Background: an optimization exercise with open tools, aiming at small area, a short achievable clock period and few clock cycles per item. Do not read the settings as production practice. Only simulation tests tie the RTL to the original design; equivalence was not proved. No activity file was given, so power comes from the tool's default toggle rates.

[flow/run.sh]
#!/bin/bash
# Layout flow: the standard ORFS flow (standard.sh, unchanged synthesis), with
#  - port buffers made of sky130_fd_sc_hd__buf_2 instead of the default delay-cell buffers;
#  - clock tree synthesis without dummy load cells, with a clkbuf_16 root and clkbuf_8 leaves.
# make's full output goes to make_finish.log in the work folder; ORFS keeps each step's log
# under orfs/logs/.
set -euo pipefail
CTS="-sink_clustering_enable -repair_clock_nets -dont_use_dummy_load -root_buf sky130_fd_sc_hd__clkbuf_16 -buf_list sky130_fd_sc_hd__clkbuf_8"
bash standard.sh "BUFFER_PORTS_ARGS=-buffer_cell sky130_fd_sc_hd__buf_2" "CTS_ARGS=$CTS" finish > make_finish.log 2>&1
test -f out/final.def
[standard.sh]
#!/bin/bash
# synth_recipe.tcl (not shown) runs the flow's synth.tcl, then flattens the netlist and writes it again
# the make line also repeats each setting of config.mk as NAME=value (left out here)
make -C /OpenROAD-flow-scripts/flow DESIGN_CONFIG=/design/flow/config.mk WORK_HOME=/design/flow/orfs CLKGATE_MAP_FILE= SYNTH_SCRIPT=/design/flow/synth_recipe.tcl "${@:-finish}"
[config.mk]
export PLATFORM = sky130hd
export DESIGN_NAME = seq_multiplier
export DESIGN_NICKNAME = seq_multiplier
export VERILOG_FILES = /design/flow/design.v
export SDC_FILE = /design/flow/constraint.sdc
export NUM_CORES = 4
export LEC_CHECK = 0
export CAP_MARGIN = 20
export CORE_MARGIN = 2
export CORE_UTILIZATION = 50
export SETUP_SLACK_MARGIN = 2.7
export SLEW_MARGIN = 20
export TNS_END_PERCENT = 5
[constraint.sdc]
create_clock -name core_clock -period 4.5 [get_ports {clk}]
set_input_delay 0.9000 -clock core_clock [delete_from_list [all_inputs] [get_ports {clk}]]
set_output_delay 0.9000 -clock core_clock [all_outputs]
set_load 0.01 [all_outputs]
[design.v]
module seq_multiplier #(
    parameter N = 32
)(
    input  wire clk,
    input  wire rst,
    input  wire start,
    input  wire [N-1:0] multiplicand,
    input  wire [N-1:0] multiplier,
    output wire [2*N-1:0] product,
    output wire busy,
    output wire done
);
  reg busy_q, idle_r, done_r, cpa2_r, first_r;
  reg gm, gs, gcn;          
  reg [3:0] cnt;
  reg [31:0] plo;           
  reg [31:0] phi;           
  reg [34:0] s, c;          
  reg [3:0] px, py;         
  reg cf;                   
  reg [3:0] lo;             
  reg [2:0] bg, bp;         
  reg nan, oa, ta, nb, ob, tb;   
  wire na = ~nan;              
  assign busy = busy_q;
  assign done = done_r;
  assign product = {phi, plo};
  wire busy_n = ~rst & (idle_r ? start : ~cpa2_r);
  always @(posedge clk) begin
    busy_q  <= busy_n;           
    idle_r  <= ~busy_n;          
    done_r  <= ~rst & ~idle_r & cpa2_r;
    cpa2_r  <= ~rst & ~idle_r & (cnt == 4'd9);
    cnt     <= idle_r ? 4'd1 : cnt + 4'd1;
    first_r <= idle_r;
    gm      <= idle_r & multiplier[0];   
    gs      <= ~idle_r;                  
    gcn     <= idle_r;                   
  end
  wire m7 = (cnt == 4'd7);                   
  wire [2:0] tra = idle_r ? {multiplier[2:1], 1'b0} : plo[6:4];
  wire [2:0] trb = idle_r ? multiplier[4:2] : {plo[8] & ~m7, plo[7:6]};
  always @(posedge clk) begin
    nan <= ~tra[2];
    oa <= tra[1] ^ tra[0];
    ta <= (tra[2] & ~tra[1] & ~tra[0]) | (~tra[2] & tra[1] & tra[0]);
    nb <= trb[2];
    ob <= trb[1] ^ trb[0];
    tb <= (trb[2] & ~trb[1] & ~trb[0]) | (~trb[2] & trb[1] & trb[0]);
  end
  wire [33:0] mcx = {1'b0, multiplicand, 1'b0};
  wire [32:0] sa, sb;
  genvar k;
  generate
    for (k = 0; k < 33; k = k + 1) begin : g_pp
      assign sa[k] = (oa & mcx[k+1]) | (ta & mcx[k]);
      assign sb[k] = (ob & mcx[k+1]) | (tb & mcx[k]);
    end
  endgenerate
  wire ta34 = first_r ? na : ~na;
  wire ta35 = first_r ? na : 1'b1;
  wire ta36 = first_r & ~na;
  wire [34:0] se = ({3'b000, multiplicand} & {35{gm}}) | (s & {35{gs}});
  wire [34:0] ce = c & ~{35{gcn}};
  wire fs1 = ce[1] ^ na ^ se[1];
  wire fc2 = (ce[1] & na) | (ce[1] & se[1]) | (na & se[1]);
  wire pp3 = sa[0] ^ na;
  wire pp6 = sa[1] ^ na;
  wire fs4 = ce[2] ^ se[2] ^ pp6;
  wire fc5 = (ce[2] & se[2]) | (ce[2] & pp6) | (se[2] & pp6);
  wire fs7 = ce[3] ^ nb ^ se[3];
  wire fc8 = (ce[3] & nb) | (ce[3] & se[3]) | (nb & se[3]);
  wire pp11 = sb[0] ^ nb;
  wire pp12 = sa[2] ^ na;
  wire fs9 = pp11 ^ pp12 ^ fs7;
  wire fc10 = (pp11 & pp12) | (pp11 & fs7) | (pp12 & fs7);
  wire pp15 = sb[1] ^ nb;
  wire fs13 = ce[4] ^ se[4] ^ pp15;
  wire fc14 = (ce[4] & se[4]) | (ce[4] & pp15) | (se[4] & pp15);
  wire pp18 = sa[3] ^ na;
  wire fs16 = pp18 ^ fc8 ^ fs13;
  wire fc17 = (pp18 & fc8) | (pp18 & fs13) | (fc8 & fs13);
  wire pp21 = sb[2] ^ nb;
  wire fs19 = ce[5] ^ se[5] ^ pp21;
  wire fc20 = (ce[5] & se[5]) | (ce[5] & pp21) | (se[5] & pp21);
  wire pp24 = sa[4] ^ na;
  wire fs22 = pp24 ^ fc14 ^ fs19;
  wire fc23 = (pp24 & fc14) | (pp24 & fs19) | (fc14 & fs19);
  wire pp27 = sb[3] ^ nb;
  wire fs25 = ce[6] ^ se[6] ^ pp27;
  wire fc26 = (ce[6] & se[6]) | (ce[6] & pp27) | (se[6] & pp27);
  wire pp30 = sa[5] ^ na;
  wire fs28 = pp30 ^ fc20 ^ fs25;
  wire fc29 = (pp30 & fc20) | (pp30 & fs25) | (fc20 & fs25);
  wire pp33 = sb[4] ^ nb;
  wire fs31 = ce[7] ^ se[7] ^ pp33;
  wire fc32 = (ce[7] & se[7]) | (ce[7] & pp33) | (se[7] & pp33);
  wire pp36 = sa[6] ^ na;
  wire fs34 = pp36 ^ fc26 ^ fs31;
  wire fc35 = (pp36 & fc26) | (pp36 & fs31) | (fc26 & fs31);
  wire pp39 = sb[5] ^ nb;
  wire fs37 = ce[8] ^ se[8] ^ pp39;
  wire fc38 = (ce[8] & se[8]) | (ce[8] & pp39) | (se[8] & pp39);
  wire pp42 = sa[7] ^ na;
  wire fs40 = pp42 ^ fc32 ^ fs37;
  wire fc41 = (pp42 & fc32) | (pp42 & fs37) | (fc32 & fs37);
  wire pp45 = sb[6] ^ nb;
  wire fs43 = ce[9] ^ se[9] ^ pp45;
  wire fc44 = (ce[9] & se[9]) | (ce[9] & pp45) | (se[9] & pp45);
  wire pp48 = sa[8] ^ na;
  wire fs46 = pp48 ^ fc38 ^ fs43;
  wire fc47 = (pp48 & fc38) | (pp48 & fs43) | (fc38 & fs43);
  wire pp51 = sb[7] ^ nb;
  wire fs49 = ce[10] ^ se[10] ^ pp51;
  wire fc50 = (ce[10] & se[10]) | (ce[10] & pp51) | (se[10] & pp51);
  wire pp54 = sa[9] ^ na;
  wire fs52 = pp54 ^ fc44 ^ fs49;
  wire fc53 = (pp54 & fc44) | (pp54 & fs49) | (fc44 & fs49);
  wire pp57 = sb[8] ^ nb;
  wire fs55 = ce[11] ^ se[11] ^ pp57;
  wire fc56 = (ce[11] & se[11]) | (ce[11] & pp57) | (se[11] & pp57);
  wire pp60 = sa[10] ^ na;
  wire fs58 = pp60 ^ fc50 ^ fs55;
  wire fc59 = (pp60 & fc50) | (pp60 & fs55) | (fc50 & fs55);
  wire pp63 = sb[9] ^ nb;
  wire fs61 = ce[12] ^ se[12] ^ pp63;
  wire fc62 = (ce[12] & se[12]) | (ce[12] & pp63) | (se[12] & pp63);
  wire pp66 = sa[11] ^ na;
  wire fs64 = pp66 ^ fc56 ^ fs61;
  wire fc65 = (pp66 & fc56) | (pp66 & fs61) | (fc56 & fs61);
  wire pp69 = sb[10] ^ nb;
  wire fs67 = ce[13] ^ se[13] ^ pp69;
  wire fc68 = (ce[13] & se[13]) | (ce[13] & pp69) | (se[13] & pp69);
  wire pp72 = sa[12] ^ na;
  wire fs70 = pp72 ^ fc62 ^ fs67;
  wire fc71 = (pp72 & fc62) | (pp72 & fs67) | (fc62 & fs67);
  wire pp75 = sb[11] ^ nb;
  wire fs73 = ce[14] ^ se[14] ^ pp75;
  wire fc74 = (ce[14] & se[14]) | (ce[14] & pp75) | (se[14] & pp75);
  wire pp78 = sa[13] ^ na;
  wire fs76 = pp78 ^ fc68 ^ fs73;
  wire fc77 = (pp78 & fc68) | (pp78 & fs73) | (fc68 & fs73);
  wire pp81 = sb[12] ^ nb;
  wire fs79 = ce[15] ^ se[15] ^ pp81;
  wire fc80 = (ce[15] & se[15]) | (ce[15] & pp81) | (se[15] & pp81);
  wire pp84 = sa[14] ^ na;
  wire fs82 = pp84 ^ fc74 ^ fs79;
  wire fc83 = (pp84 & fc74) | (pp84 & fs79) | (fc74 & fs79);
  wire pp87 = sb[13] ^ nb;
  wire fs85 = ce[16] ^ se[16] ^ pp87;
  wire fc86 = (ce[16] & se[16]) | (ce[16] & pp87) | (se[16] & pp87);
  wire pp90 = sa[15] ^ na;
  wire fs88 = pp90 ^ fc80 ^ fs85;
  wire fc89 = (pp90 & fc80) | (pp90 & fs85) | (fc80 & fs85);
  wire pp93 = sb[14] ^ nb;
  wire fs91 = ce[17] ^ se[17] ^ pp93;
  wire fc92 = (ce[17] & se[17]) | (ce[17] & pp93) | (se[17] & pp93);
  wire pp96 = sa[16] ^ na;
  wire fs94 = pp96 ^ fc86 ^ fs91;
  wire fc95 = (pp96 & fc86) | (pp96 & fs91) | (fc86 & fs91);
  wire pp99 = sb[15] ^ nb;
  wire fs97 = ce[18] ^ se[18] ^ pp99;
  wire fc98 = (ce[18] & se[18]) | (ce[18] & pp99) | (se[18] & pp99);
  wire pp102 = sa[17] ^ na;
  wire fs100 = pp102 ^ fc92 ^ fs97;
  wire fc101 = (pp102 & fc92) | (pp102 & fs97) | (fc92 & fs97);
  wire pp105 = sb[16] ^ nb;
  wire fs103 = ce[19] ^ se[19] ^ pp105;
  wire fc104 = (ce[19] & se[19]) | (ce[19] & pp105) | (se[19] & pp105);
  wire pp108 = sa[18] ^ na;
  wire fs106 = pp108 ^ fc98 ^ fs103;
  wire fc107 = (pp108 & fc98) | (pp108 & fs103) | (fc98 & fs103);
  wire pp111 = sb[17] ^ nb;
  wire fs109 = ce[20] ^ se[20] ^ pp111;
  wire fc110 = (ce[20] & se[20]) | (ce[20] & pp111) | (se[20] & pp111);
  wire pp114 = sa[19] ^ na;
  wire fs112 = pp114 ^ fc104 ^ fs109;
  wire fc113 = (pp114 & fc104) | (pp114 & fs109) | (fc104 & fs109);
  wire pp117 = sb[18] ^ nb;
  wire fs115 = ce[21] ^ se[21] ^ pp117;
  wire fc116 = (ce[21] & se[21]) | (ce[21] & pp117) | (se[21] & pp117);
  wire pp120 = sa[20] ^ na;
  wire fs118 = pp120 ^ fc110 ^ fs115;
  wire fc119 = (pp120 & fc110) | (pp120 & fs115) | (fc110 & fs115);
  wire pp123 = sb[19] ^ nb;
  wire fs121 = ce[22] ^ se[22] ^ pp123;
  wire fc122 = (ce[22] & se[22]) | (ce[22] & pp123) | (se[22] & pp123);
  wire pp126 = sa[21] ^ na;
  wire fs124 = pp126 ^ fc116 ^ fs121;
  wire fc125 = (pp126 & fc116) | (pp126 & fs121) | (fc116 & fs121);
  wire pp129 = sb[20] ^ nb;
  wire fs127 = ce[23] ^ se[23] ^ pp129;
  wire fc128 = (ce[23] & se[23]) | (ce[23] & pp129) | (se[23] & pp129);
  wire pp132 = sa[22] ^ na;
  wire fs130 = pp132 ^ fc122 ^ fs127;
  wire fc131 = (pp132 & fc122) | (pp132 & fs127) | (fc122 & fs127);
  wire pp135 = sb[21] ^ nb;
  wire fs133 = ce[24] ^ se[24] ^ pp135;
  wire fc134 = (ce[24] & se[24]) | (ce[24] & pp135) | (se[24] & pp135);
  wire pp138 = sa[23] ^ na;
  wire fs136 = pp138 ^ fc128 ^ fs133;
  wire fc137 = (pp138 & fc128) | (pp138 & fs133) | (fc128 & fs133);
  wire pp141 = sb[22] ^ nb;
  wire fs139 = ce[25] ^ se[25] ^ pp141;
  wire fc140 = (ce[25] & se[25]) | (ce[25] & pp141) | (se[25] & pp141);
  wire pp144 = sa[24] ^ na;
  wire fs142 = pp144 ^ fc134 ^ fs139;
  wire fc143 = (pp144 & fc134) | (pp144 & fs139) | (fc134 & fs139);
  wire pp147 = sb[23] ^ nb;
  wire fs145 = ce[26] ^ se[26] ^ pp147;
  wire fc146 = (ce[26] & se[26]) | (ce[26] & pp147) | (se[26] & pp147);
  wire pp150 = sa[25] ^ na;
  wire fs148 = pp150 ^ fc140 ^ fs145;
  wire fc149 = (pp150 & fc140) | (pp150 & fs145) | (fc140 & fs145);
  wire pp153 = sb[24] ^ nb;
  wire fs151 = ce[27] ^ se[27] ^ pp153;
  wire fc152 = (ce[27] & se[27]) | (ce[27] & pp153) | (se[27] & pp153);
  wire pp156 = sa[26] ^ na;
  wire fs154 = pp156 ^ fc146 ^ fs151;
  wire fc155 = (pp156 & fc146) | (pp156 & fs151) | (fc146 & fs151);
  wire pp159 = sb[25] ^ nb;
  wire fs157 = ce[28] ^ se[28] ^ pp159;
  wire fc158 = (ce[28] & se[28]) | (ce[28] & pp159) | (se[28] & pp159);
  wire pp162 = sa[27] ^ na;
  wire fs160 = pp162 ^ fc152 ^ fs157;
  wire fc161 = (pp162 & fc152) | (pp162 & fs157) | (fc152 & fs157);
  wire pp165 = sb[26] ^ nb;
  wire fs163 = ce[29] ^ se[29] ^ pp165;
  wire fc164 = (ce[29] & se[29]) | (ce[29] & pp165) | (se[29] & pp165);
  wire pp168 = sa[28] ^ na;
  wire fs166 = pp168 ^ fc158 ^ fs163;
  wire fc167 = (pp168 & fc158) | (pp168 & fs163) | (fc158 & fs163);
  wire pp171 = sb[27] ^ nb;
  wire fs169 = ce[30] ^ se[30] ^ pp171;
  wire fc170 = (ce[30] & se[30]) | (ce[30] & pp171) | (se[30] & pp171);
  wire pp174 = sa[29] ^ na;
  wire fs172 = pp174 ^ fc164 ^ fs169;
  wire fc173 = (pp174 & fc164) | (pp174 & fs169) | (fc164 & fs169);
  wire pp177 = sb[28] ^ nb;
  wire fs175 = ce[31] ^ se[31] ^ pp177;
  wire fc176 = (ce[31] & se[31]) | (ce[31] & pp177) | (se[31] & pp177);
  wire pp180 = sa[30] ^ na;
  wire fs178 = pp180 ^ fc170 ^ fs175;
  wire fc179 = (pp180 & fc170) | (pp180 & fs175) | (fc170 & fs175);
  wire pp183 = sb[29] ^ nb;
  wire fs181 = ce[32] ^ se[32] ^ pp183;
  wire fc182 = (ce[32] & se[32]) | (ce[32] & pp183) | (se[32] & pp183);
  wire pp186 = sa[31] ^ na;
  wire fs184 = pp186 ^ fc176 ^ fs181;
  wire fc185 = (pp186 & fc176) | (pp186 & fs181) | (fc176 & fs181);
  wire pp189 = sb[30] ^ nb;
  wire fs187 = ce[33] ^ se[33] ^ pp189;
  wire fc188 = (ce[33] & se[33]) | (ce[33] & pp189) | (se[33] & pp189);
  wire pp192 = sa[32] ^ na;
  wire fs190 = pp192 ^ fc182 ^ fs187;
  wire fc191 = (pp192 & fc182) | (pp192 & fs187) | (fc182 & fs187);
  wire fs193 = ce[34] ^ ta34 ^ se[34];
  wire fc194 = (ce[34] & ta34) | (ce[34] & se[34]) | (ta34 & se[34]);
  wire pp197 = sb[31] ^ nb;
  wire fs195 = pp197 ^ fs193 ^ fc188;
  wire fc196 = (pp197 & fs193) | (pp197 & fc188) | (fs193 & fc188);
  wire pp200 = sb[32] ^ nb;
  wire fs198 = ta35 ^ pp200 ^ fc194;
  wire fc199 = (ta35 & pp200) | (ta35 & fc194) | (pp200 & fc194);
  wire fs201 = ta36 ^ ~nb ^ fc199;
  wire fc202 = (ta36 & ~nb) | (ta36 & fc199) | (~nb & fc199);
  wire [38:0] x = {1'b0, 1'b1, fs201, fs198, fc191, fc185, fc179, fc173, fc167, fc161, fc155, fc149, fc143, fc137, fc131, fc125, fc119, fc113, fc107, fc101, fc95, fc89, fc83, fc77, fc71, fc65, fc59, fc53, fc47, fc41, fc35, fc29, fc23, fc17, fc10, fc5, fc2, pp3, ce[0]};
  wire [38:0] y = {1'b0, fc202, 1'b0, fc196, fs195, fs190, fs184, fs178, fs172, fs166, fs160, fs154, fs148, fs142, fs136, fs130, fs124, fs118, fs112, fs106, fs100, fs94, fs88, fs82, fs76, fs70, fs64, fs58, fs52, fs46, fs40, fs34, fs28, fs22, fs16, fs9, fs4, fs1, se[0]};
  wire [4:0] lo5 = {1'b0, px} + {1'b0, py} + {4'd0, cf};
  wire [8:0] a0 = {1'b0, s[7:0]}   + {1'b0, c[7:0]};
  wire [8:0] a1 = {1'b0, s[15:8]}  + {1'b0, c[15:8]};
  wire [8:0] a2 = {1'b0, s[23:16]} + {1'b0, c[23:16]};
  wire [7:0] a3 = s[31:24] + c[31:24];
  wire k1 = bg[0] | (bp[0] & cf);
  wire k2 = bg[1] | (bp[1] & bg[0]) | (bp[1] & bp[0] & cf);
  wire k3 = bg[2] | (bp[2] & bg[1]) | (bp[2] & bp[1] & bg[0]) | (bp[2] & bp[1] & bp[0] & cf);
  wire [7:0] i0 = phi[7:0]   + {7'd0, cf};
  wire [7:0] i1 = phi[15:8]  + {7'd0, k1};
  wire [7:0] i2 = phi[23:16] + {7'd0, k2};
  wire [7:0] i3 = phi[31:24] + {7'd0, k3};
  always @(posedge clk) begin
    plo <= idle_r ? multiplier : {lo, plo[31:4]};
    lo  <= lo5[3:0];
    phi <= cpa2_r ? {i3, i2, i1, i0} : {a3, a2[7:0], a1[7:0], a0[7:0]};
    bg  <= {a2[8], a1[8], a0[8]};
    bp  <= {&(s[23:16] ^ c[23:16]), &(s[15:8] ^ c[15:8]), &(s[7:0] ^ c[7:0])};
    s   <= x[38:4];
    c   <= y[38:4];
    px  <= x[3:0];
    py  <= y[3:0];
    cf  <= ~first_r & lo5[4];    
  end
endmodule
==> metrics.yaml, run 1 <==
synthesis:
  synth.distinct_cells: 43
  syn-num-nets: 1029
  synth_area_um2: 9119
  yosys_warnings: 1
  ys_ff_latch: 166
  avgSynthCellArea_um2: 10.80
  synth_cells: 844
  ys_seq_area_share_pct: 36.44
sta:
  period_needed_ns: 2.116
  fin_worst_skew_ns: 0.02870
  period_share_pct: 47.02
  fin_tns_setup_ns: 0
  maxSlewHeadroom_pct: 49.94
  clock.fmax_ghz: 0.4727
  drv_slew: 0
  rsz0062_at_grt: "yes"
  finalSetupViolations: 0
  worst_pin_slew_ns: 0.7509
  final_hold_viol_count: 0
critical_path:
  cp-start-kind: "primary input"
  r2r_start: "c[16]$_DFF_P_"
  ff2ff_setup_slack_ns: 2.47
  criticalPathCategory: "in2reg"
  endpoint_kind: "register"
  worstPathArrival_ns: 2.35
  ff2ff_path_depth: 7
  r2r-end: "phi[22]$_DFF_P_"
  critPathRequiredTime_ns: 4.74
  cp_max_fo: 3
cts:
  clk-insertion-delay-late_ns: 0.39
  cts_tree: "done"
  numCtsBuffers: 17
  holdBufCountCts: 0
  clk_pin_slew_worst_paths_ns: 0.09
  cts-root-buf: "clkbuf_16"
  clock-sinks: 166
  htreeDepth: 4
  clockBufferDepth: 2
layout:
  diodes: 0
  layout.nets: 1167
  finalNonFillerCells: 1209
  area_growth_pct: 17.91
  drive_above_1_share_pct: 25.71
drt:
  num_vias: 6756
  viasPerCell: 5.588
  dr.pass1.iters: 6
  drc: 0
  antenna_left: 0
  drt_iter0_markers: 403
  postRouteWirelength_mm: 22.05
  wl_per_cell_um: 18.24
power_and_ir_drop:
  combPwrFrac_pct: 51.4
  switchingPower_mw: 2.777
  power.total_mw: 6.964
  p_int_mw: 4.186
  p_seq_share_pct: 36.6
  switching_share_pct: 39.88
  p_clk_share_pct: 12.0
  leakage_nw: 4.589
  powerDensity_nw_per_um2: 647.7
  peakVddDrop_v: 0.0003265
global_routing:
  gr-usage-all-layers_pct: 22.99
  use_met2_pct: 38.53
  grt_pass1_vias: 7080
  use_met3_pct: 5.110
  overflow: 0
  top_usage_layer: "met2"
  grt_start_max_net_pins: 58
  grt_pass1_wl_mm: 35.77
  antenna_found_initial: 0
  grt_util_met1_pct: 30.08
placement:
  portBuffers: 132
  post-dp-hpwl_mm: 15.63
  routabilityCongestion: 0.8027
  place_inst: 1170
run:
  drv_cap: 0
outcome:
  status: "complete, no violations"
floorplanning:
  start_util_pct: 50.94
  rows: 49
  dieArea_um2: 19330
  io_pins: 133
  die_width_um: 139.0
  core-area_um2: 17900
  die_y_um: 139.0
hold_path:
  hold_class: "reg2reg"
  hold_depth: 1
  min_to: "cnt[0]$_SDFF_PP1_"
  min-delay-start: "cnt[0]$_SDFF_PP1_"
==> power groups by stage <==
stage | combinational [mW] | sequential [mW] | clock [mW]
final | 3.58 | 2.55 | 0.839
after global routing | 4.02 | 2.62 | 0.918
after CTS | 3.52 | 2.57 | 0.861
after detailed placement | 3.39 | 2.60 | 0
after global placement | 3.25 | 2.60 | 0
after floorplan | 2.48 | 2.50 | 0
==> Yosys cell counts <==
library cell  count  area, µm²
a31oi_1           1      6.260
o31a_1            1      8.760
o221ai_1          2      17.52
nor3_1            9      45.04
nand2_1          45      168.9
nor2b_4           1      13.76
o211ai_1          3      22.52
a21oi_2           1      8.760
dfxtp_1         166       3323
buf_2            10      50.05
nand2b_1          4      25.02
nor4_1            1      6.260
clkbuf_1         30      112.6
o21a_1           10      75.07
inv_2             1      3.750
nor2_1           14      52.55
and3b_1           1      8.760
mux2_2           35      394.1
and2_1            2      12.51
nor2b_1          30      187.7
a22oi_1          64      480.5
a2bb2oi_1         1      8.760
and3_1            7      43.79
a21o_1           13      97.59
inv_1            31      116.4
xor2_1           17      148.9
xnor2_1          95      832.1
o21bai_1          4      30.03
a21oi_1          22      110.1
o22ai_1           2      12.51
fa_1             71       1421
a21boi_0          1      7.510
nand4_1           7      43.79
or2_2             1      6.260
a22o_1           29      254.0
o21ai_0          29      145.1
nand3_1          19      95.09
nor3b_1           1      7.510
a21o_2            1      8.760
mux2i_1           2      20.02
ha_1             47      588.1
o31ai_1           5      37.54
a211oi_1          8      60.06
==> flip-flops by register name, indices dropped and copies added (netlist names) <==
signal,flops
c,33
s,33
phi,32
plo,32
cnt,4
lo,4
px,4
py,4
bg,3
bp,3
busy_q,1
cf,1
cpa2_r,1
done_r,1
first_r,1
gm,1
gs,1
idle_r,1
nan,1
nb,1
oa,1
ob,1
ta,1
tb,1
==> routing by layer <==
metal  routed length [µm]  up-vias  part of all wire, %
met3                 1258       21                  5.7
met5                    0        -                    0
met2                10700      209                   49
li1                     -     3203                    -
met1                 9790     3323                   44
met4                  303        0                  1.4
==> area by class of cell <==
| class | instances | area [µm²] |
|---|---|---|
| sequential | 166 | 3346 |
| fill | 1554 | 7151 |
| tap | 229 | 286.5 |
| inverter | 32 | 122.6 |
| multi-input combinational | 606 | 5688 |
| timing repair buffer | 159 | 1064 |
| clock buffer | 17 | 245.2 |
==> metrics by stage <==
stage / cell area [µm²] / worst slack, ns / hold slack, ns / utilization, %
floorplan: 9134 / 2.203 / 0.3258 / -
global placement: 9958 / 1.844 / 0.4157 / 55.63
CTS: 10520 / 2.413 / 0.4459 / 58.74
detailed placement: 9961 / 1.778 / 0.4240 / 55.64
finish: 10750 / 2.384 / 0.4418 / 60.06
global route: 10750 / 2.363 / 0.4721 / 60.06
==> cells in the final DEF, fill, tap and decap left out, types with 13 or more instances in the layout <==
master / n
a22oi_2: 15
a21oi_1: 22
a21o_1: 13
buf_2: 117
buf_4: 19
dfxtp_1: 158
nand2_1: 45
mux2_2: 35
o21ai_0: 27
xor2_1: 17
a22oi_1: 49
ha_1: 45
fa_1: 71
nand3_1: 17
nor2_1: 14
a22o_1: 29
nor2b_1: 30
clkbuf_8: 16
inv_1: 31
xnor2_1: 87
==> what timing repair did <==
action | 4_1_cts | 5_1_grt
endpoints found under the setup margin | 111 | 141
setup buffers | 14 | 8
resized for setup | 46 | 39
cloned | 0 | 0
pin swaps | 25 | 21
==> worst max path at each step <==
| stage | start | to | slack, ns | cells past startpoint |
|---|---|---|---|---|
| after floorplan | multiplicand[29] | c[29]$_DFF_P_ | 2.20 | 5 |
| after global placement | nb$_DFF_P_ | c[29]$_DFF_P_ | 1.84 | 5 |
| after detailed placement | nb$_DFF_P_ | c[29]$_DFF_P_ | 1.78 | 5 |
| after CTS | multiplicand[2] | c[1]$_DFF_P_ | 2.41 | 5 |
| after global routing | multiplicand[1] | c[1]$_DFF_P_ | 2.36 | 5 |
| final | multiplicand[2] | c[1]$_DFF_P_ | 2.38 | 5 |
==> worst max-delay path: stages <==
cell and delay [ns]:
buf_8 0.10, a22oi_2 0.22, xnor2_2 0.14, fa_1 0.48, fa_1 0.50
==> cell families after synthesis <==
| group | Yosys count | share of synthesized area [%] |
|---|---|---|
| buf+inv | 72 | 3.101 |
| flops | 166 | 36.44 |
| fa+ha+maj | 118 | 22.04 |
| simple gates | 142 | 7.862 |
| mux | 37 | 4.542 |
| xor+xnor | 112 | 10.76 |
| compound gates | 197 | 15.26 |
Testbench counts, summed over its fixed seeds: cycles 19,200, items 1,600.
==> run 2, diff against run 1 <==
--- a/config.mk
+++ b/config.mk
@@ -9,4 +9,5 @@
 export CORE_MARGIN = 2
 export CORE_UTILIZATION = 50
+export PLACE_DENSITY = 0.75
 export SETUP_SLACK_MARGIN = 2.7
 export SLEW_MARGIN = 20
==> run 2 against run 1 <==
  * Still clean on timing, DRC and antenna
  * Clock-buffer cell count is the same
  * Final area is 1.3% lower
  * Combinational power is 2% lower
  * Power is 1.0% lower
  * Register-to-register slack worse by 0.06 ns
  * Sequential share of layout area up 0.45 points
  * Via count is 0.31% lower
  * Flip-flop and latch count stayed put
  * Wire length down 5.4%
  * Critical path type unchanged
  * Highest routed layer unchanged
==> metrics.yaml, run 2 <==
synthesis:
  yosys_warnings: 1
  synthFlopType: "dfxtp_1"
  synth_mux_area_share_pct: 4.542
  synth_top_area_share_pct: 36.44
  synth_xor_area_share_pct: 10.76
  yosys.area.top_type: "dfxtp_1"
  synth_common_cells: "dfxtp_1 (166), xnor2_1 (95), fa_1 (71), a22oi_1 (64), ha_1 (47)"
  synth_cells: 844
  synth.distinct_cells: 43
  syn-num-nets: 1029
  synth_area_um2: 9119
  synth_adder_area_share_pct: 22.04
  avgSynthCellArea_um2: 10.80
  ys_async_sr_fraction_pct: 0
  synthTopCellsByArea: "dfxtp_1 (36%), fa_1 (16%), xnor2_1 (9.1%)"
  synth_compound_gate_area_share_pct: 15.26
  yosysMostFrequentCell: "dfxtp_1"
  ys_seq_area_share_pct: 36.44
  ys_ff_latch: 166
  synth_top_family_by_area: "adder cells"
  synth_enable_flop_cells: 0
  synth-simple-area-share_pct: 7.862
global_routing:
  gr-usage-all-layers_pct: 21.61
  overflow: 0
  grt_start_max_net_pins: 45
  grt_pass1_wl_mm: 33.64
  antenna_found_initial: 1
  grt_pass1_vias: 6793
cts:
  clk_pin_slew_worst_paths_ns: 0.09
  cts-root-buf: "clkbuf_16"
  numCtsBuffers: 17
  clock-sinks: 166
  cts_tree: "done"
  clk-insertion-delay-late_ns: 0.39
  clockBufferDepth: 2
  htreeDepth: 4
drt:
  drt_iter0_markers: 453
  antenna_left: 0
  num_vias: 6735
  postRouteWirelength_mm: 20.86
  wl_per_cell_um: 17.32
  dr.pass1.iters: 5
  drc: 0
  viasPerCell: 5.594
sta:
  rsz0062_at_grt: "yes"
  fin_worst_skew_ns: 0.03194
  fin_tns_setup_ns: 0
  fin_worst_hold_slack_ns: 0.4379
  period_needed_ns: 2.114
  drv_slew: 0
  maxSlewHeadroom_pct: 51.87
  final_hold_viol_count: 0
  period_share_pct: 46.97
  finalSetupViolations: 0
  worst_pin_slew_ns: 0.7220
  timing.final.ws_setup_ns: 2.386
  clock.fmax_ghz: 0.4731
critical_path:
  cp-start-kind: "primary input"
  critPathRequiredTime_ns: 4.76
  worstPathArrival_ns: 2.38
  path_cells: "buf_2 -> a22oi_1 -> xnor2_1 -> fa_1 -> fa_1"
  worstPathBufferInverterCount: 1
  criticalPathCategory: "in2reg"
  critical_path.top_delay_family: "adder cells"
  crit_path_max_incr_delay_ns: 0.48
  cp_max_fo: 5
  endpoint_kind: "register"
  critPathSlowestCell: "fa_1"
  path_common_cell: "fa_1"
power_and_ir_drop:
  leakage_nw: 4.502
  powerDensity_nw_per_um2: 649.6
  peakVddDrop_v: 0.0003247
layout:
  finalNonFillerCells: 1204
  mostFrequentLayoutCells: "dfxtp_1 (156), buf_2 (124), xnor2_1 (91)"
  reg.largest.list: "c x33, s x33"
  design_area_um2: 10610
  area_growth_pct: 16.40
  final_common_cell: "dfxtp_1"
  drive_above_1_share_pct: 25.15
  layout.nets: 1161
floorplanning:
  rows: 49
  die_width_um: 139.0
  core-area_um2: 17900
  io_pins: 133
  dieArea_um2: 19330
  die_y_um: 139.0
  start_util_pct: 50.94
placement:
  portBuffers: 132
  placed_area_um2: 9961
  place_inst: 1170
  post-dp-hpwl_mm: 14.81
  routabilityCongestion: 0.8266
  pre_cts_ws_ns: 1.837
outcome:
  status: "complete, no violations"
run:
  drv_cap: 0
hold_path:
  hold_class: "reg2reg"
-- run 2: cell families (layout without fill, tap and decap cells) --
logic type,Yosys count,after routing
xor gates and xnor gates,112,112
and+or+nand+nor,142,142
other,0,1
muxes,37,37
buffers and inverters,72,202
DFF,166,166
AOI/OAI and AO/OA,197,197
adders and majority gates,118,118
-- run 2: report_power, final --
group          switching (mW)  total, mW  internal, mW
clock network           0.470      0.827         0.357
registers               0.471       2.57          2.10
logic                    1.79       3.50          1.71
total                    2.73       6.89          4.16
-- run 2: what timing repair did --
| item | 4_1_cts | 5_1_grt |
|---|---|---|
| gates cloned | 0 | 0 |
| resized for setup | 35 | 32 |
| buffers inserted | 8 | 8 |
| setup endpoints to repair | 107 | 141 |
| pin swaps | 16 | 16 |
| hold buffers | 0 | 0 |
| endpoints found under the hold margin | 0 | 0 |
-- run 2: area by class of cell --
type                       count  area [µm²]
sequential                   166        3351
tap                          229       286.5
clock buffer                  17       245.2
timing repair buffer         153       918.4
multi-input combinational    606        5688
fill                        1509        7288
antenna                        1       2.502
inverter                      32       122.6
-- run 2: path summary, 6_finish.rpt --
| check | endpoint | cells past startpoint | startpoint | slack, ns |
|---|---|---|---|---|
| worst max-delay path | c[8]$_DFF_P_ | 5 | multiplicand[9] | 2.39 |
| worst min-delay path | cnt[0]$_SDFF_PP1_ | 1 | cnt[0]$_SDFF_PP1_ | 0.44 |
| worst max register to register | c[3]$_DFF_P_ | 5 | ob$_DFF_P_ | 2.41 |
| worst min register to register | cnt[0]$_SDFF_PP1_ | 1 | cnt[0]$_SDFF_PP1_ | 0.44 |
-- run 2: routing by layer --
metal  GRT usage (%)  vias up  wire (µm)
met1           28.87     3302       9258
li1                -     3202          -
met2           35.42      201      10010
met3           5.180       30       1242
met4           5.795        0        342
met5               0        -          0
-- run 2: metrics by stage --
step | power, mW | util (%)
finish | 6.894 | 59.29
global route | 7.501 | 59.29
CTS | 6.810 | 58.11
detailed placement | 5.910 | 55.64
global placement | 5.802 | 55.63
floorplan | 4.980 | -
==> run 3, diff against run 2 <==
--- a/config.mk
+++ b/config.mk
@@ -9,5 +9,5 @@
 export CORE_MARGIN = 2
 export CORE_UTILIZATION = 50
-export PLACE_DENSITY = 0.75
+export GPL_ROUTABILITY_DRIVEN = 0
 export SETUP_SLACK_MARGIN = 2.7
 export SLEW_MARGIN = 20
==> run 3 against run 2 <==
  * Highest routed layer unchanged
  * Still clean on timing, DRC and antenna
  * Power up 1.0%
  * Critical path type unchanged
  * Clock skew is 0.0032 ns lower
  * Largest cell class unchanged
  * Core utilization increased by 0.77 points
  * Largest power group unchanged
  * Non-clock buffer count is 6 higher
  * Cell count increased by 0.42%
  * Clock power is 1% higher
  * Flip-flop and latch count stayed put
  * Combinational power rose by 2%
==> metrics.yaml, run 3 <==
hold_path:
  hold_class: "reg2reg"
  hold_depth: 1
synthesis:
  synth.distinct_cells: 43
  synthFlopType: "dfxtp_1"
  synth_cells: 844
  ys_async_sr_fraction_pct: 0
  ys_seq_area_share_pct: 36.44
  synthTopCellsByArea: "dfxtp_1 (36%), fa_1 (16%), xnor2_1 (9.1%)"
  ys_ff_latch: 166
  yosys_warnings: 1
  avgSynthCellArea_um2: 10.80
  synth_enable_flop_cells: 0
  synth_area_um2: 9119
  synth_common_cells: "dfxtp_1 (166), xnor2_1 (95), fa_1 (71), a22oi_1 (64), ha_1 (47)"
  synth_top_area_share_pct: 36.44
  yosysMostFrequentCell: "dfxtp_1"
  yosys.area.top_type: "dfxtp_1"
  syn-num-nets: 1029
sta:
  fin_worst_skew_ns: 0.02870
  period_needed_ns: 2.116
  fin_tns_setup_ns: 0
  maxSlewHeadroom_pct: 49.94
  clock.fmax_ghz: 0.4727
  rsz0062_at_grt: "yes"
  period_share_pct: 47.02
  worst_pin_slew_ns: 0.7509
  final_hold_viol_count: 0
  finalSetupViolations: 0
  drv_slew: 0
layout:
  post-route-util_pct: 60.06
  area_growth_pct: 17.91
  mostFrequentLayoutCells: "dfxtp_1 (158), buf_2 (117), xnor2_1 (87)"
  reg.largest.list: "c x33, s x33"
  final_common_cell: "dfxtp_1"
  drive_above_1_share_pct: 25.71
  diodes: 0
  fill_cells: 1554
  layout.nets: 1167
critical_path:
  ff2ff_path_depth: 7
  critPathRequiredTime_ns: 4.74
  cp-start-kind: "primary input"
  endpoint_kind: "register"
  cp_max_fo: 3
  criticalPathCategory: "in2reg"
  worstPathArrival_ns: 2.35
cts:
  numCtsBuffers: 17
  cts_tree: "done"
  clk-insertion-delay-late_ns: 0.39
  holdBufCountCts: 0
  clock-sinks: 166
  clk_pin_slew_worst_paths_ns: 0.09
  cts-root-buf: "clkbuf_16"
  clockBufferDepth: 2
  htreeDepth: 4
global_routing:
  gr-usage-all-layers_pct: 22.99
  grt_pass1_vias: 7080
  top_usage_layer: "met2"
  antenna_found_initial: 0
  grt_start_max_net_pins: 58
  grt_pass1_wl_mm: 35.77
  use_met3_pct: 5.110
  grt_util_met1_pct: 30.08
  use_met2_pct: 38.53
  overflow: 0
floorplanning:
  die_y_um: 139.0
  io_pins: 133
  dieArea_um2: 19330
  core-area_um2: 17900
  rows: 49
  start_util_pct: 50.94
  die_width_um: 139.0
drt:
  drc: 0
  num_vias: 6756
  postRouteWirelength_mm: 22.05
  antenna_left: 0
  wl_per_cell_um: 18.24
  drt_iter0_markers: 403
  viasPerCell: 5.588
  dr.pass1.iters: 6
power_and_ir_drop:
  powerDensity_nw_per_um2: 647.7
  p_seq_share_pct: 36.6
  p_clk_share_pct: 12.0
  power.total_mw: 6.964
  leakage_nw: 4.589
  p_int_mw: 4.186
  peakVddDrop_v: 0.0003265
  combPwrFrac_pct: 51.4
  switchingPower_mw: 2.777
  switching_share_pct: 39.88
placement:
  post-dp-hpwl_mm: 15.63
  portBuffers: 132
run:
  drv_cap: 0
outcome:
  status: "complete, no violations"
-- run 3: cell counts after synthesis --
Identical to the previous run, type by type.
-- run 3: power by group through the flow --
stage               combinational, mW  clock, mW  sequential [mW]
floorplan                        2.48          0             2.50
global placement                 3.25          0             2.60
detailed placement               3.39          0             2.60
CTS                              3.52      0.861             2.57
global route                     4.02      0.918             2.62
finish                           3.58      0.839             2.55
-- run 3: routing by layer --
| metal | share of wire, % | vias to the layer above | wire (µm) |
|---|---|---|---|
| met5 | 0 | - | 0 |
| met3 | 5.7 | 21 | 1258 |
| met4 | 1.4 | 0 | 303 |
| met1 | 44 | 3323 | 9790 |
| li1 | - | 3203 | - |
| met2 | 49 | 209 | 10700 |
-- run 3: cell families after synthesis --
kind of cell,Yosys count,share of synthesized area (%)
AOI/OAI and AO/OA,197,15.26
xor gates and xnor gates,112,10.76
adders and majority gates,118,22.04
buffers and inverters,72,3.101
DFF,166,36.44
muxes,37,4.542
and+or+nand+nor,142,7.862
-- run 3: repair_timing --
item,in CTS,in global routing
setup endpoints to repair,111,141
resized for setup,46,39
buffers inserted,14,8
pin swaps,25,21
gates cloned,0,0
-- run 3: path summary, 6_finish.rpt --
| check | from | endpoint | slack [ns] |
|---|---|---|---|
| worst max-delay path | multiplicand[2] | c[1]$_DFF_P_ | 2.38 |
| worst min-delay path | cnt[0]$_SDFF_PP1_ | cnt[0]$_SDFF_PP1_ | 0.44 |
| worst max register to register | c[16]$_DFF_P_ | phi[22]$_DFF_P_ | 2.47 |
| worst min register to register | cnt[0]$_SDFF_PP1_ | cnt[0]$_SDFF_PP1_ | 0.44 |
-- run 3: area by class of cell --
type | instances | area [µm²] | area share, %
Multi-Input combinational cell | 606 | 5688 | 52.90
Sequential cell | 166 | 3346 | 31.12
Timing Repair Buffer | 159 | 1064 | 9.892
Tap cell | 229 | 286.5 | 2.665
Clock buffer | 17 | 245.2 | 2.281
Inverter | 32 | 122.6 | 1.140
-- run 3: through the flow --
step                instance area (µm²)  setup WS, ns  hold slack (ns)  instances
CTS                               10520         2.413           0.4459       1201
finish                            10750         2.384           0.4418       1209
detailed placement                 9961         1.778           0.4240       1170
global route                      10750         2.363           0.4721       1209
global placement                   9958         1.844           0.4157       1170
floorplan                          9134         2.203           0.3258        844
-- run 3: critical path, cell delays in order --
cell	delay, ns
buf_8	0.10
a22oi_2	0.22
xnor2_2	0.14
fa_1	0.48
fa_1	0.50
==> run 4, diff against run 3 <==
--- a/config.mk
+++ b/config.mk
@@ -9,6 +9,6 @@
 export CORE_MARGIN = 2
 export CORE_UTILIZATION = 50
-export GPL_ROUTABILITY_DRIVEN = 0
-export SETUP_SLACK_MARGIN = 2.7
+export PLACE_DENSITY = 0.75
+export SETUP_SLACK_MARGIN = 2.6
 export SLEW_MARGIN = 20
-export TNS_END_PERCENT = 5
+export TNS_END_PERCENT = 10
==> run 4 against run 3 <==
  * Global-route usage is 0.82 points lower
  * Flip-flop and latch count stayed put
  * Die area stayed put
  * Core utilization stayed put
  * First-iteration DRC count is 12% higher
  * Clock-buffer cell count stayed put
  * Final area stayed put
==> metrics.yaml, run 4 <==
outcome:
  status: "complete, no violations"
critical_path:
  criticalPathCategory: "in2reg"
  ff2ff_path_depth: 5
  worstPathBufferInverterCount: 1
  path_depth: 5
  ff2ff_setup_slack_ns: 2.48
  cp-start-kind: "primary input"
  path_common_cell: "fa_1"
  r2r_start: "ob$_DFF_P_"
  critPathSlowestCell: "fa_1"
  worstPathArrival_ns: 2.37
  critPathRequiredTime_ns: 4.74
  critical_path.top_delay_family: "adder cells"
  cp_max_fo: 5
  path_cells: "buf_8 -> a22oi_2 -> xnor2_2 -> fa_1 -> fa_1"
  r2r-end: "c[3]$_DFF_P_"
  endpoint_kind: "register"
  crit_path_max_incr_delay_ns: 0.49
synthesis:
  yosys.area.top_type: "dfxtp_1"
  synth_area_um2: 9119
  synthFlopType: "dfxtp_1"
  syn-num-nets: 1029
  avgSynthCellArea_um2: 10.80
  synth_common_cells: "dfxtp_1 (166), xnor2_1 (95), fa_1 (71), a22oi_1 (64), ha_1 (47)"
  synth_cells: 844
  synth_top_area_share_pct: 36.44
  ys_async_sr_fraction_pct: 0
  synth.distinct_cells: 43
  yosysMostFrequentCell: "dfxtp_1"
  ys_ff_latch: 166
  ys_seq_area_share_pct: 36.44
  synth_enable_flop_cells: 0
  yosys_warnings: 1
  synthTopCellsByArea: "dfxtp_1 (36%), fa_1 (16%), xnor2_1 (9.1%)"
cts:
  htreeDepth: 4
  clock-sinks: 166
  cts_tree: "done"
  numCtsBuffers: 17
  cts-root-buf: "clkbuf_16"
  clk_pin_slew_worst_paths_ns: 0.09
  clockBufferDepth: 2
  clk-insertion-delay-late_ns: 0.39
sta:
  finalSetupViolations: 0
  period_share_pct: 47.36
  rsz0062_at_grt: "yes"
  final_hold_viol_count: 0
  drv_slew: 0
  fin_worst_skew_ns: 0.03028
  worst_pin_slew_ns: 0.9755
  timing.final.ws_setup_ns: 2.369
  maxSlewHeadroom_pct: 34.87
  fin_tns_setup_ns: 0
  clock.fmax_ghz: 0.4692
  period_needed_ns: 2.131
drt:
  dr.pass1.iters: 5
  num_vias: 6749
  wl_per_cell_um: 17.65
  drt_iter0_markers: 451
  antenna_left: 0
  viasPerCell: 5.596
  drc: 0
  postRouteWirelength_mm: 21.28
floorplanning:
  die_width_um: 139.0
  io_pins: 133
  core-area_um2: 17900
  rows: 49
  start_util_pct: 50.94
  die_y_um: 139.0
  dieArea_um2: 19330
power_and_ir_drop:
  leakage_nw: 4.570
  powerDensity_nw_per_um2: 647.0
  peakVddDrop_v: 0.0003385
global_routing:
  grt_start_max_net_pins: 45
  overflow: 0
  antenna_found_initial: 1
  grt_pass1_vias: 6838
  grt_pass1_wl_mm: 34.57
  gr-usage-all-layers_pct: 22.17
run:
  drv_cap: 0
placement:
  pre_cts_ws_ns: 1.786
  post-dp-hpwl_mm: 15.27
  portBuffers: 132
  routabilityCongestion: 0.8181
layout:
  post-route-util_pct: 60.06
  mostFrequentLayoutCells: "dfxtp_1 (153), buf_2 (121), xnor2_1 (87)"
  area_growth_pct: 17.91
  drive_above_1_share_pct: 26.41
  final_common_cell: "dfxtp_1"
  diodes: 0
  layout.nets: 1164
  reg.largest.list: "c x33, s x33"
hold_path:
  min-delay-start: "cnt[0]$_SDFF_PP1_"
  hold_class: "reg2reg"
  min_to: "cnt[0]$_SDFF_PP1_"
  hold_depth: 1
==> run 4: cell counts after synthesis <==
Identical to the previous run, type by type.
==> run 4: cell families (layout without fill, tap and decap cells) <==
group	after synthesis	count (layout)	synth area share [%]
flops	166	166	36.44
simple gates	142	142	7.862
xor+xnor	112	112	10.76
buf+inv	72	205	3.101
fa+ha+maj	118	118	22.04
compound gates	197	197	15.26
mux	37	37	4.542
==> run 4: layer usage <==
layer  vias up  GRT usage [%]  routed length [µm]
met1      3295          28.92                9151
met4         2          6.645                 362
li1       3199              -                   -
met5         -              0                  12
met3        28          6.215                1340
met2       225          36.14               10410
==> run 4: area by class of cell <==
type | count | area (µm²)
fillers | 1480 | 7151
multi-input cells | 606 | 5723
well taps | 229 | 286.5
inverters | 32 | 120.1
flip-flops and latches | 166 | 3359
clock buffers | 17 | 245.2
repair buffers | 156 | 1017
==> run 4: repair_timing <==
| action | 4_1_cts | 5_1_grt |
|---|---|---|
| gates resized for setup | 40 | 45 |
| setup buffers | 10 | 10 |
| pin swaps | 21 | 23 |
| hold endpoints to repair | 0 | 0 |
| hold buffers | 0 | 0 |
| setup endpoints to repair | 78 | 79 |
==> run 4: power by group <==
group | leakage (nW) | switching [mW] | internal (mW)
Combinational | 3.04 | 1.81 | 1.74
Sequential | 1.40 | 0.478 | 2.10
Clock | 0.127 | 0.469 | 0.357
==> run 4: worst max path at each step <==
stage,startpoint,endpoint
after floorplan,multiplicand[29],c[29]$_DFF_P_
after global placement,tb$_DFF_P_,c[3]$_DFF_P_
after detailed placement,tb$_DFF_P_,c[8]$_DFF_P_
after CTS,cf$_DFF_P_,phi[31]$_DFF_P_
after global routing,multiplicand[14],c[14]$_DFF_P_
final,multiplicand[3],c[3]$_DFF_P_
==> run 4: stage by stage <==
step	std cells	hold WS [ns]	power, mW	cell area [µm²]
floorplan	844	0.3258	4.982	9144
global placement	1169	0.4147	5.811	9962
detailed placement	1169	0.4191	5.944	9965
CTS	1196	0.4509	6.855	10480
global route	1206	0.4721	7.566	10750
finish	1206	0.4458	6.956	10750
==> run 5, diff against run 4 <==
--- a/design.v
+++ b/design.v
@@ -284,10 +284,10 @@
     phi <= cpa2_r ? {i3, i2, i1, i0} : {a3, a2[7:0], a1[7:0], a0[7:0]};
     bg  <= {a2[8], a1[8], a0[8]};
-    bp  <= {&(s[23:16] ^ c[23:16]), &(s[15:8] ^ c[15:8]), &(s[7:0] ^ c[7:0])};
+    bp  <= {&a2[7:0], &a1[7:0], &a0[7:0]};
     s   <= x[38:4];
     c   <= y[38:4];
-    px  <= x[3:0];
-    py  <= y[3:0];
-    cf  <= ~first_r & lo5[4];    
+    px  <= idle_r ? 4'd0 : x[3:0];
+    py  <= idle_r ? 4'd0 : y[3:0];
+    cf  <= ~idle_r & lo5[4];
   end
 endmodule
==> flow/run.sh (replaced) <==
#!/bin/bash
# Layout flow: the standard ORFS flow (standard.sh, unchanged synthesis), with
#  - port buffers made of sky130_fd_sc_hd__buf_2 instead of the default delay-cell buffers;
#  - clock tree synthesis without dummy load cells, with a clkbuf_16 root and clkbuf_8 leaves;
#  - power recovery (downsizing of cells off the critical paths) after global routing.
# make's full output goes to make_finish.log in the work folder; ORFS keeps each step's log
# under orfs/logs/.
set -euo pipefail
CTS="-sink_clustering_enable -repair_clock_nets -dont_use_dummy_load -root_buf sky130_fd_sc_hd__clkbuf_16 -buf_list sky130_fd_sc_hd__clkbuf_8"
bash standard.sh "BUFFER_PORTS_ARGS=-buffer_cell sky130_fd_sc_hd__buf_2" "CTS_ARGS=$CTS" RECOVER_POWER=100 finish > make_finish.log 2>&1
test -f out/final.def
--- a/config.mk
+++ b/config.mk
@@ -8,6 +8,5 @@
 export CAP_MARGIN = 20
 export CORE_MARGIN = 2
-export CORE_UTILIZATION = 50
-export PLACE_DENSITY = 0.75
+export CORE_UTILIZATION = 40
 export SETUP_SLACK_MARGIN = 2.6
 export SLEW_MARGIN = 20
==> run 5 against run 4 <==
  * The layout now fails its checks (capacitance limit, slew limit)
  * Final area grew 1.7%
  * Register-to-register slack got worse by 1.1 ns
  * Via count is 0.68% lower
  * Area after synthesis rose by 1.4%
  * Critical path type is now reg2reg
  * Critical endpoint is now c[21]$_DFF_P_
  * Largest power group unchanged
==> metrics.yaml, run 5 <==
critical_path:
  criticalPathCategory: "reg2reg"
  path_common_cell: "fa_1"
  worstPathArrival_ns: 3.37
  crit_path_max_incr_delay_ns: 1.32
  critPathRequiredTime_ns: 4.72
  cp-start-kind: "register"
  critPathSlowestCell: "clkbuf_1"
  path_cells: "clkbuf_1 -> nor2_1 -> fa_1 -> fa_1"
  cp_max_fo: 34
  endpoint_kind: "register"
global_routing:
  grt_pass1_vias: 6591
  antenna_found_initial: 1
  gr-usage-all-layers_pct: 18.74
  grt_pass1_wl_mm: 35.57
  overflow: 0
  grt_start_max_net_pins: 58
synthesis:
  synthFlopType: "dfxtp_1"
  synth_enable_flop_cells: 0
  synth_common_cells: "dfxtp_1 (166), xnor2_1 (91), fa_1 (71), a22oi_1 (65), ha_1 (47)"
  synthTopCellsByArea: "dfxtp_1 (36%), fa_1 (15%), xnor2_1 (8.6%)"
  ys_seq_area_share_pct: 35.93
  yosysMostFrequentCell: "dfxtp_1"
  ys_async_sr_fraction_pct: 0
  yosys.area.top_type: "dfxtp_1"
  synth_cells: 868
  avgSynthCellArea_um2: 10.66
  synth.distinct_cells: 49
  synth_area_um2: 9250
  ys_ff_latch: 166
  synth_top_area_share_pct: 35.93
  syn-num-nets: 1053
  yosys_warnings: 1
drt:
  drt_iter0_markers: 386
  wl_per_cell_um: 17.32
  viasPerCell: 5.172
  drc: 0
  dr.pass1.iters: 5
  num_vias: 6703
  antenna_left: 0
  postRouteWirelength_mm: 22.45
placement:
  routabilityCongestion: 0.8311
  place_inst: 1253
  portBuffers: 132
  pre_cts_ws_ns: 1.976
  placed_area_um2: 10190
  post-dp-hpwl_mm: 16.12
floorplanning:
  rows: 55
  die_y_um: 156.1
  core-area_um2: 22640
  start_util_pct: 40.86
  io_pins: 133
  dieArea_um2: 24360
  die_width_um: 156.1
cts:
  clock-sinks: 166
  cts-root-buf: "clkbuf_16"
  clk-insertion-delay-late_ns: 0.39
  htreeDepth: 4
  clockBufferDepth: 2
  cts_tree: "done"
  clk_pin_slew_worst_paths_ns: 0.08
  holdBufCountCts: 0
  numCtsBuffers: 17
sta:
  fin_worst_hold_slack_ns: 0.4387
  fin_tns_setup_ns: 0
  period_needed_ns: 3.142
  worst_pin_slew_ns: 2.352
  fin_worst_skew_ns: 0.04568
  timing.final.ws_setup_ns: 1.358
  finalSetupViolations: 0
  period_share_pct: 69.83
  rsz0062_at_grt: "yes"
  drv_slew: 93
  clock.fmax_ghz: 0.3182
  maxSlewHeadroom_pct: -56.78
  final_hold_viol_count: 0
outcome:
  so.violations: "capacitance limit, slew limit"
  status: "finished with violations"
layout:
  layout.nets: 1197
  mostFrequentLayoutCells: "dfxtp_1 (158), xnor2_1 (85), clkbuf_1 (70)"
  finalNonFillerCells: 1296
  reg.largest.list: "c x33, s x33"
  design_area_um2: 10940
  drive_above_1_share_pct: 18.71
  final_common_cell: "dfxtp_1"
  post-route-util_pct: 48.31
  area_growth_pct: 18.23
power_and_ir_drop:
  powerDensity_nw_per_um2: 651.8
  leakage_nw: 4.515
  peakVddDrop_v: 0.0002217
  power.total_mw: 7.129
run:
  drv_cap: 2
hold_path:
  hold_class: "reg2reg"
==> run 5: cell count changes after synthesis, sizes merged, moves of 5 or more <==
cell	delta
nor3b	+5
inv	+13
o21ai	+8
nor3	-5
xor2	+7
nand4	-6
nand2	-5
==> run 5: power by group <==
group	total, mW	switching (mW)	internal (mW)
combinational	3.78	2.02	1.76
clock	0.830	0.473	0.358
sequential	2.52	0.449	2.07
==> run 5: cells by family after synthesis <==
family,share of synthesized area [%]
flops,35.93
simple gates,9.103
buf+inv,3.463
fa+ha+maj,21.72
xor+xnor,10.89
compound gates,14.35
mux,4.545
==> run 5: area by class of cell <==
type                            count  area [µm²]
Clock buffer                       17       245.2
Timing Repair Buffer              165       985.9
Multi-Input combinational cell    617        5829
Antenna cell                        1       2.502
Inverter                           45       171.4
Tap cell                          285       356.6
Fill cell                        2145       11700
Sequential cell                   166        3346
==> run 5: repair_timing <==
action	4_1_cts	5_1_grt
endpoints found under the setup margin	80	91
setup buffers	15	9
gates resized for setup	40	54
gates cloned	0	1
pin swaps	21	27
==> run 5: path summary, 6_finish.rpt <==
path / depth (start not counted) / slack, ns / from / end
max: 4 / 1.36 / first_r$_DFF_P_ / c[21]$_DFF_P_
max reg2reg: 4 / 1.36 / first_r$_DFF_P_ / c[21]$_DFF_P_
min reg2reg: 1 / 0.44 / cnt[0]$_SDFF_PP1_ / cnt[0]$_SDFF_PP1_
min: 1 / 0.44 / cnt[0]$_SDFF_PP1_ / cnt[0]$_SDFF_PP1_
==> run 5: critical path, delay by kind of cell, from the launching register on <==
kind	cells	cell delay, ns
adder cells (fa/ha/maj)	2	1.04
buffers and inverters	1	1.32
AND/OR/NAND/NOR	1	0.29
flip-flops	1	0.31
==> run 5: routing by layer <==
layer	vias to the layer above	global-route usage, %	share of wire, %	wire (µm)
li1	3272	-	-	-
met2	209	27.58	44	9773
met1	3202	27.59	49	10970
met4	0	4.980	1.1	255
met3	20	4.361	6.4	1443
met5	-	0	0	0
Testbench counts of run 5, summed over its fixed seeds: cycles 19,200, items 1,600.
==> run 6, diff against run 5 <==
--- a/design.v
+++ b/design.v
@@ -284,10 +284,10 @@
     phi <= cpa2_r ? {i3, i2, i1, i0} : {a3, a2[7:0], a1[7:0], a0[7:0]};
     bg  <= {a2[8], a1[8], a0[8]};
-    bp  <= {&a2[7:0], &a1[7:0], &a0[7:0]};
+    bp  <= {&(s[23:16] ^ c[23:16]), &(s[15:8] ^ c[15:8]), &(s[7:0] ^ c[7:0])};
     s   <= x[38:4];
     c   <= y[38:4];
-    px  <= idle_r ? 4'd0 : x[3:0];
-    py  <= idle_r ? 4'd0 : y[3:0];
-    cf  <= ~idle_r & lo5[4];
+    px  <= x[3:0];
+    py  <= y[3:0];
+    cf  <= ~first_r & lo5[4];    
   end
 endmodule
==> flow/run.sh (replaced) <==
#!/bin/bash
# Layout flow: the standard ORFS flow (standard.sh, the standard flow's synthesis script), with
#  - no adder-cell mapping (ADDER_MAP_FILE empty): full/half adders are left to abc as plain
#    gates instead of the slower sky130 fa/ha cells; registers are unchanged;
#  - port buffers made of sky130_fd_sc_hd__buf_2 instead of the default delay-cell buffers;
#  - clock tree synthesis without dummy load cells, with a clkbuf_16 root and clkbuf_8 leaves.
# make's full output goes to make_finish.log in the work folder; ORFS keeps each step's log
# under orfs/logs/.
set -euo pipefail
CTS="-sink_clustering_enable -repair_clock_nets -dont_use_dummy_load -root_buf sky130_fd_sc_hd__clkbuf_16 -buf_list sky130_fd_sc_hd__clkbuf_8"
bash standard.sh "ADDER_MAP_FILE=" "BUFFER_PORTS_ARGS=-buffer_cell sky130_fd_sc_hd__buf_2" "CTS_ARGS=$CTS" finish > make_finish.log 2>&1
test -f out/final.def
--- a/config.mk
+++ b/config.mk
@@ -8,6 +8,7 @@
 export CAP_MARGIN = 20
 export CORE_MARGIN = 2
-export CORE_UTILIZATION = 40
-export SETUP_SLACK_MARGIN = 2.6
+export CORE_UTILIZATION = 50
+export PLACE_DENSITY = 0.75
+export SETUP_SLACK_MARGIN = 2.7
 export SLEW_MARGIN = 20
-export TNS_END_PERCENT = 10
+export TNS_END_PERCENT = 5
==> run 6 against run 5 <==
  * Now clean on timing, DRC and antenna
  * Clock-buffer cell count stayed put
  * Wire length is 0.60% higher
  * Cell count is 4.2% higher
  * Global-route usage rose by 3.9 points
  * Core utilization rose by 10 points
  * Sequential share of layout area rose by 0.072 points
  * Clock power up 2%
  * Worst hold slack improved by 0.0067 ns
  * Largest cell class unchanged
==> metrics.yaml, run 6 <==
drt:
  dr.pass1.iters: 5
  antenna_left: 0
  drc: 0
  num_vias: 7549
  drt_iter0_markers: 502
  wl_per_cell_um: 16.71
  postRouteWirelength_mm: 22.58
  viasPerCell: 5.588
placement:
  post-dp-hpwl_mm: 15.97
  pre_cts_ws_ns: 2.040
  portBuffers: 132
  routabilityCongestion: 0.7863
synthesis:
  ys_ff_latch: 166
  avgSynthCellArea_um2: 9.574
  synth_enable_flop_cells: 0
  synth_area_um2: 9517
  synth_cells: 994
  synthFlopType: "dfxtp_1"
  yosys_warnings: 1
  yosysMostFrequentCell: "dfxtp_1"
  ys_seq_area_share_pct: 34.92
  syn-num-nets: 1061
  yosys.area.top_type: "dfxtp_1"
  synth.distinct_cells: 52
  synth_top_area_share_pct: 34.92
  synthTopCellsByArea: "dfxtp_1 (35%), xnor2_1 (14%), xor2_1 (8.6%)"
  synth_common_cells: "dfxtp_1 (166), xnor2_1 (156), xor2_1 (93), nand2_1 (77), a22oi_1 (63)"
  ys_async_sr_fraction_pct: 0
layout:
  final_common_cell: "xnor2_1"
  drive_above_1_share_pct: 23.90
  mostFrequentLayoutCells: "xnor2_1 (152), dfxtp_1 (147), buf_2 (132)"
  reg.largest.list: "c x33, s x33"
  area_growth_pct: 15.55
  post-route-util_pct: 58.79
  diodes: 0
  layout.nets: 1186
cts:
  cts_tree: "done"
  clockBufferDepth: 2
  numCtsBuffers: 17
  holdBufCountCts: 0
  cts-root-buf: "clkbuf_16"
  htreeDepth: 4
  clk-insertion-delay-late_ns: 0.39
  clk_pin_slew_worst_paths_ns: 0.08
  clock-sinks: 166
global_routing:
  top_usage_layer: "met2"
  grt_pass1_wl_mm: 36.36
  gr-usage-all-layers_pct: 22.68
  use_met3_pct: 5.384
  grt_pass1_vias: 7462
  overflow: 0
  use_met2_pct: 39.93
  antenna_found_initial: 1
  grt_start_max_net_pins: 45
  grt_util_met1_pct: 27.76
critical_path:
  criticalPathCategory: "reg2reg"
  critPathRequiredTime_ns: 4.79
  cp-start-kind: "register"
  cp_max_fo: 4
  endpoint_kind: "register"
  worstPathArrival_ns: 2.41
sta:
  finalSetupViolations: 0
  maxSlewHeadroom_pct: 31.03
  period_needed_ns: 2.115
  drv_slew: 0
  fin_worst_skew_ns: 0.03551
  worst_pin_slew_ns: 1.033
  timing.final.ws_setup_ns: 2.385
  rsz0062_at_grt: "yes"
  period_share_pct: 47.00
  clock.fmax_ghz: 0.4728
  final_hold_viol_count: 0
  fin_tns_setup_ns: 0
power_and_ir_drop:
  leakage_nw: 4.394
  peakVddDrop_v: 0.0003221
  powerDensity_nw_per_um2: 692.1
run:
  drv_cap: 0
floorplanning:
  core-area_um2: 18710
  io_pins: 133
  rows: 50
  start_util_pct: 50.88
  die_width_um: 142.0
  die_y_um: 142.0
  dieArea_um2: 20150
hold_path:
  hold_class: "reg2reg"
outcome:
  status: "complete, no violations"
[run 6: final cells by class]
type / count / area [µm²]
Clock buffer: 17 / 245.2
Fill cell: 1627 / 7709
Inverter: 7 / 26.28
Multi-Input combinational cell: 773 / 6187
Sequential cell: 166 / 3372
Tap cell: 234 / 292.8
Timing Repair Buffer: 154 / 873.3
[run 6: what timing repair did]
action / 4_1_cts / 5_1_grt
gates resized for setup: 31 / 21
setup endpoints to repair: 112 / 119
setup buffers: 8 / 4
pin swaps: 17 / 7
[run 6: metal layers]
layer / wire length [µm] / vias to the layer above
met5: 13 / -
met4: 322 / 2
met3: 1402 / 24
met2: 11130 / 245
met1: 9714 / 3575
li1: - / 3703
[run 6: through the flow]
step           instance area (µm²)  hold slack, ns  cells  total power, mW
6_report                     11000          0.4454   1351            7.611
5_1_grt                      11000          0.4805   1351            8.193
4_1_cts                      10900          0.4517   1347            7.560
3_5_place_dp                 10470          0.4364   1322            6.617
3_3_place_gp                 10450          0.4259   1321            6.508
2_1_floorplan                 9613          0.3290    994            5.783
[run 6: worst max-delay path: stages, from the launching register on]
cell      delay (ns)
dfxtp_4         0.36
a31oi_4         0.19
o31ai_2         0.09
maj3_2          0.33
maj3_2          0.33
maj3_2          0.34
o41a_1          0.32
o211ai_1        0.09
[run 6: worst paths after layout]
path | from | end | slack [ns] | cells after the start
max reg2reg | c[16]$_DFF_P_ | phi[23]$_DFF_P_ | 2.38 | 7
min | cnt[0]$_SDFF_PP1_ | cnt[0]$_SDFF_PP1_ | 0.45 | 1
max | c[16]$_DFF_P_ | phi[23]$_DFF_P_ | 2.38 | 7
min reg2reg | cnt[0]$_SDFF_PP1_ | cnt[0]$_SDFF_PP1_ | 0.45 | 1
[run 6: kinds of logic (layout without fill, tap and decap cells)]
logic type | Yosys count | in the layout | synth area share [%]
buffers and inverters | 55 | 178 | 2.248
AND/OR/NAND/NOR | 211 | 211 | 10.39
flip-flops | 166 | 166 | 34.92
adder cells (fa/ha/maj) | 57 | 57 | 6.035
XOR/XNOR | 269 | 269 | 27.91
AO/OA/AOI/OAI | 204 | 204 | 14.76
multiplexers | 32 | 32 | 3.734
[run 6: power breakdown]
group | switching (mW) | total (mW) | internal (mW)
registers | 0.698 | 2.81 | 2.11
clock network | 0.485 | 0.843 | 0.358
logic | 1.80 | 3.96 | 2.16
total | 2.98 | 7.61 | 4.63
Testbench counts of run 6, summed over its fixed seeds: cycles 19,200, items 1,600.

-- separate check: timing with driven ports --
In the flow no input, the clock included, has a driving cell. The finished layouts below were timed again as built, in two steps.
Step 1 assumes that a clkbuf_16 drives the clock port and a buf_2 every other input.
Step 2 adds t to the input delays and takes it off the output delays; t is the mean of the earliest and latest rising clock arrival at the registers after step 1. Input paths then give back, and output paths get back, about the clock's delay inside the block.
Slacks: ideal / step 1 / step 2; pairs: ideal / step 1.
run	shift t [ns]	setup WS [ns]	hold slack, ns	latest minus earliest clock arrival (ns)	worst register clock-pin slew, ns
run 1	0.421	2.384 / 2.393 / 1.972	0.442 / 0.442 / 0.442	0.035 / 0.036	0.10 / 0.10
run 2	0.423	2.386 / 2.374 / 1.951	0.438 / 0.438 / 0.438	0.036 / 0.036	0.10 / 0.10
run 3	0.421	2.384 / 2.393 / 1.972	0.442 / 0.442 / 0.442	0.035 / 0.036	0.10 / 0.10
run 4	0.424	2.369 / 2.356 / 1.932	0.446 / 0.446 / 0.446	0.038 / 0.037	0.10 / 0.10
run 5	0.416	1.358 / 1.358 / 1.358	0.439 / 0.439 / 0.439	0.048 / 0.048	0.11 / 0.11
run 6	0.413	2.385 / 2.385 / 2.168	0.445 / 0.445 / 0.445	0.038 / 0.037	0.10 / 0.10
For run 4, which loses most, drivers alone change the setup slack by -0.013 ns; drivers and shift together by -0.437 ns.
